Context: an optimization exercise on an open-source flow, tuned for small area. The choices shown serve that exercise and are no tape-out recipe.
In this exercise RTL edits were held to simulation tests only and were not proved equivalent to the original.
No activity file was given, so power comes from the tool's default toggle rates.

File: flow/config.mk
export PLATFORM = sky130hd
export DESIGN_NAME = Heracles_encoders
export DESIGN_NICKNAME = Heracles_encoders
export VERILOG_FILES = /design/flow/design.v
export SDC_FILE = /design/flow/constraint.sdc
export NUM_CORES = 4
export LEC_CHECK = 0
export CAP_MARGIN = 20
export CORE_MARGIN = 2
export CORE_UTILIZATION = 40
export SLEW_MARGIN = 20
File: flow/run.sh
#!/bin/bash
# synth_recipe.tcl (not shown) runs the flow's synth.tcl, then flattens the netlist and writes it again
# the make line also repeats each setting of config.mk as NAME=value (left out here)
make -C /OpenROAD-flow-scripts/flow DESIGN_CONFIG=/design/flow/config.mk WORK_HOME=/design/flow/orfs CLKGATE_MAP_FILE= SYNTH_SCRIPT=/design/flow/synth_recipe.tcl finish
File: flow/design.v
module IncrementalEncoder ( clk, A, B, I, Position, DataBus, Reset, SetCPR, SetPosition, EnableIndex );
	parameter buswidth = 32;
	input wire clk;
	input wire A, B, I;					 
	input wire Reset;					 
	input wire SetCPR;					 
	input wire SetPosition;				 
	input wire EnableIndex;				 
	input wire [buswidth-1:0] DataBus;	 
	output reg signed [buswidth-1:0] Position;		 
	reg [buswidth-1:0] CPR;		 
	reg CPR_enabled;			 
	reg A_q, B_q, I_q;
	wire dA = A ^ A_q;
	wire dB = B ^ B_q;
	wire cw  = (dA & ~dB & (A == B)) | (dB & ~dA & (A != B));
	wire ccw = (dA & ~dB & (A != B)) | (dB & ~dA & (A == B));
	wire index = I & ~I_q & EnableIndex;
	always @ (posedge clk) begin
		A_q <= A;
		B_q <= B;
		I_q <= I;
		if (Reset) begin
			Position <= 0;
			CPR <= 0;
			CPR_enabled <= 0;
		end else begin
			if (SetCPR) begin
				CPR <= DataBus;
				CPR_enabled <= 1'b1;
			end
			if (SetPosition)
				Position <= DataBus;
			else if (index)
				Position <= 0;	 
			else if (cw) begin
				if (CPR_enabled && (Position == CPR - 1))
					Position <= 0;
				else
					Position <= Position + 1;
			end else if (ccw) begin
				if (CPR_enabled && (Position == 0))
					Position <= CPR - 1;
				else
					Position <= Position - 1;
			end
		end
	end
endmodule
module Heracles_encoders (
	input wire clk,
	input wire Reset,
	input wire A1, input wire B1, input wire I1,
	input wire A2, input wire B2, input wire I2,
	input wire A3, input wire B3, input wire I3,
	input wire A4, input wire B4, input wire I4,
	input wire [15:0] DataBus,
	input wire SetCPR,
	input wire SetPosition,
	input wire EnableIndex,
	output wire [15:0] Position1,
	output wire [15:0] Position2,
	output wire [15:0] Position3,
	output wire [15:0] Position4
	);
	IncrementalEncoder #(16) E1(.clk(clk), .A(A1), .B(B1), .I(I1), .Position(Position1), .DataBus(DataBus), .Reset(Reset), .SetCPR(SetCPR), .SetPosition(SetPosition), .EnableIndex(EnableIndex));
	IncrementalEncoder #(16) E2(.clk(clk), .A(A2), .B(B2), .I(I2), .Position(Position2), .DataBus(DataBus), .Reset(Reset), .SetCPR(SetCPR), .SetPosition(SetPosition), .EnableIndex(EnableIndex));
	IncrementalEncoder #(16) E3(.clk(clk), .A(A3), .B(B3), .I(I3), .Position(Position3), .DataBus(DataBus), .Reset(Reset), .SetCPR(SetCPR), .SetPosition(SetPosition), .EnableIndex(EnableIndex));
	IncrementalEncoder #(16) E4(.clk(clk), .A(A4), .B(B4), .I(I4), .Position(Position4), .DataBus(DataBus), .Reset(Reset), .SetCPR(SetCPR), .SetPosition(SetPosition), .EnableIndex(EnableIndex));
endmodule
File: flow/constraint.sdc
create_clock -name core_clock -period 5.0 [get_ports {clk}]
set_input_delay 1.0000 -clock core_clock [delete_from_list [all_inputs] [get_ports {clk}]]
set_output_delay 1.0000 -clock core_clock [all_outputs]
set_load 0.01 [all_outputs]
==> notes.md <==
Synth top area share=20.09%; Die W=156.2 um; top-level port count=97; cell area after synthesis=0.009268 mm2; worst path required time=5230 ps; global route overflow=0; total track usage=32.34%; endpoints failing setup=0; Final nets=1361; register area share after synthesis=20.09%; cell count after synthesis=1298; FF-to-FF setup slack=780 ps; Root Buffer=clkbuf_16; Worst R2R End=E4.Position[1]; antenna-violating nets left=0; yosys warns=1; Switching Power=0.001455 W; Min-Delay Endpoint=E3.CPR[1]; I/O Buffers=96; DR iter-0 viols=1393; Switching Share=43.86%; Initial Utilization=40.81%; combinational share of power=45.5%; Critical Path Source Type=flip-flop; site row count=55; max cap viols=0; vias=10550; Worst Hold Launch=E3.CPR[1]; GP Congestion=0.9717; met1 Track Usage GR=45.74%; first-pass GRT wire length=59890 um; final hold vios=0; TNS Setup=0 ps; CTS buffer count=9; CP arrival=4460 ps; Tmin final=4222 ps; met2 Use GR=47.13%; Resized cells post-CTS=0; setup repair bufs after CTS=0; EDFF count, synth=0; Die H=156.2 um; crit end category=flip-flop; vias in the first global route=9461; Area contributors post-synth=dfxtp_1 (20%), xnor2_1 (7.6%), nor2_1 (5.1%); pwr/cell area=312.1 mW/mm2; CTS Buffer Depth=2; final-report max-slew violation count=0; Setup WS pre-CTS=847.5 ps; Hold Crit Depth=2; hold bufs inserted after CTS=0; leading cell types by count after synthesis=nor2_1 (125), clkbuf_1 (106), nand2_1 (100), dfxtp_1 (93), a21oi_1 (89); clock latency on the worst-skew pair=370 ps; vias per inst=6.581; proportion of layout cells with a drive suffix above 1=6.155%; worst r2r src=E3.CPR[9]; Area Growth Syn to Fin=14.70%; Max-slew headroom=30.72%; Max H-tree Level=3; count leader, synth=nor2_1; Slew @ Worst Pin=1025 ps; ys flop type=dfxtp_1; Worst VDD drop=0.1652 mV; critical path class=reg2reg; # clock sinks=93; First-pass DRT Iterations=8; clk_skew=10.32 ps; Yosys cell types=79; grt peak-use layer=met2; Die ar.=0.02440 mm2; syn nets=1348; DP Wirelength=28030 um; RSZ-0062 raised after global routing=no; Synth Register Bits=93; post-route setup slack=778.4 ps; Max Fclk=236.9 MHz; core area=0.02271 mm2; Synth area leader=dfxtp_1; fin crit share=84.43%; initial antenna violation count=0; run status=no timing/DRC/antenna violations; met3 Track Usage GR=6.508%; clock power share=22.1%; Min Hold Slack=574.7 ps; Worst Reg-to-Reg Cells=9; Avg Synthesized Cell Area=7.140 um2; pin count of the biggest net entering global routing=51; Lkg Pwr=3.884 nW; FFs w/ async S/R, synth=0%; Worst-path clk slew=80 ps; WL per Instance=24.61 um; hold crit path type=reg2reg; DRC=0; internal power=0.001863 W; Reg power frac=32.4%; CTS tree=built; critical-path maximum fanout=16; final WL=39450 um
-- cell families (layout without fill, tap and decap cells) --
family          Yosys count  count (layout)  share of synthesized area [%]
fa+ha+maj                17              17                          2.295
simple gates            494             494                          27.04
buf+inv                 171             189                          7.358
xor+xnor                140             140                          14.42
mux                      27              27                          3.011
compound gates          356             356                          25.79
other cells               0               2                              0
flops                    93              93                          20.09
-- sequential cells by signal, summed over array words and instances (netlist names), 16 cells and up --
name / count
E1.Position: 16
E3.CPR: 16
E3.Position: 16
E4.Position: 16
E2.Position: 16
-- cell usage in the layout (no fill, tap or decap), types with 9 or more instances in the layout --
| master | instances |
|---|---|
| nand2b_1 | 9 |
| o21ai_0 | 80 |
| ha_1 | 17 |
| xnor2_1 | 79 |
| nor3_1 | 42 |
| or4_1 | 19 |
| clkdlybuf4s50_1 | 94 |
| a21oi_1 | 89 |
| nor2_1 | 125 |
| nand4_1 | 26 |
| xor2_1 | 52 |
| clkbuf_16 | 9 |
| dfxtp_1 | 93 |
| nand2_1 | 100 |
| nor4_1 | 23 |
| mux2i_1 | 20 |
| o211ai_1 | 9 |
| buf_4 | 34 |
| and3_1 | 14 |
| inv_1 | 43 |
| a311oi_1 | 23 |
| nand3_1 | 70 |
| a221oi_1 | 12 |
| a211oi_1 | 23 |
| a31oi_1 | 15 |
| o22ai_1 | 19 |
| and2_1 | 9 |
| or3_1 | 14 |
| o221ai_1 | 10 |
-- worst max-delay path by stage --
stage | from | to | slack (ps) | cells after the start
2_1_floorplan | E3.CPR[0] | E4.Position[12] | 1190 | 14
3_3_place_gp | E3.CPR[0] | E4.Position[1] | 980 | 10
3_5_place_dp | E3.CPR[9] | E4.Position[1] | 850 | 9
4_1_cts | E3.CPR[9] | E4.Position[1] | 850 | 9
5_1_grt | E3.CPR[9] | E4.Position[1] | 460 | 9
6_report | E3.CPR[9] | E4.Position[1] | 780 | 9
-- per-stage QoR --
stage               power [W]  area [um2]  util [%]  std cells
CTS                  0.003284       10630     46.81       1601
detailed placement   0.002556       10330     45.50       1585
floorplan            0.002013        9268         -       1298
global route         0.003492       10630     46.79       1601
finish               0.003318       10630     46.81       1603
global placement     0.002556       10330     45.50       1585
-- worst max-delay path: stages (launching register included) --
cell and delay, ps:
dfxtp_1 470, nor4_1 920, and3_1 430, xnor2_1 90
buf_4 190, xnor2_1 110, or4_1 500, or4_1 890
a311oi_1 370, o22ai_1 120
-- metal layers --
layer | routed length, um | up-vias
li1 | - | 4798
met1 | 16750 | 5055
met4 | 1629 | 0
met5 | 0 | -
met3 | 4165 | 83
met2 | 16910 | 614
-- layout make-up --
class | count | area, um2
well taps | 285 | 356.6
inverters | 43 | 161.4
multi-input cells | 1034 | 6743
diodes | 2 | 5.005
flip-flops and latches | 93 | 1862
fillers | 2354 | 12080
clock inverters | 4 | 30.03
repair buffers | 130 | 1206
clock buffers | 12 | 266.5
-- power by group through the flow --
stage	registers [W]	clock network, W	logic, W
after floorplan	0.000923	0	0.00109
after global placement	0.00108	0	0.00147
after detailed placement	0.00108	0	0.00147
after CTS	0.00106	0.000735	0.00148
after global routing	0.00109	0.000762	0.00164
final	0.00107	0.000732	0.00151

-- afterwards: timing with drivers on the ports --
How much do the figures lean on ideal ports? The routed layout below was timed once more, with nothing changed but the port constraints.
Step 1 sets driving cells, clkbuf_16 on the clock port and buf_2 on the other inputs (assumed; they add their load-dependent delay and slew).
Step 2 times the ports against the registers' clock, not the clock port: input delays grow and output delays shrink by t, the midpoint of the rising clock arrivals with the driver on.
Three values: no drivers, after step 1, after step 2; two values: the first two.
shift t [ns]: 0.408
setup WS [ns]: 0.778 / 0.778 / 0.778
worst register clock-pin slew, ns: 0.08 / 0.08
pins driven straight from the clock port: 1
After both steps setup and hold are still met in this run. The setup slack of this run moves by 0.000 ns with the drivers and by 0.000 ns with both steps.
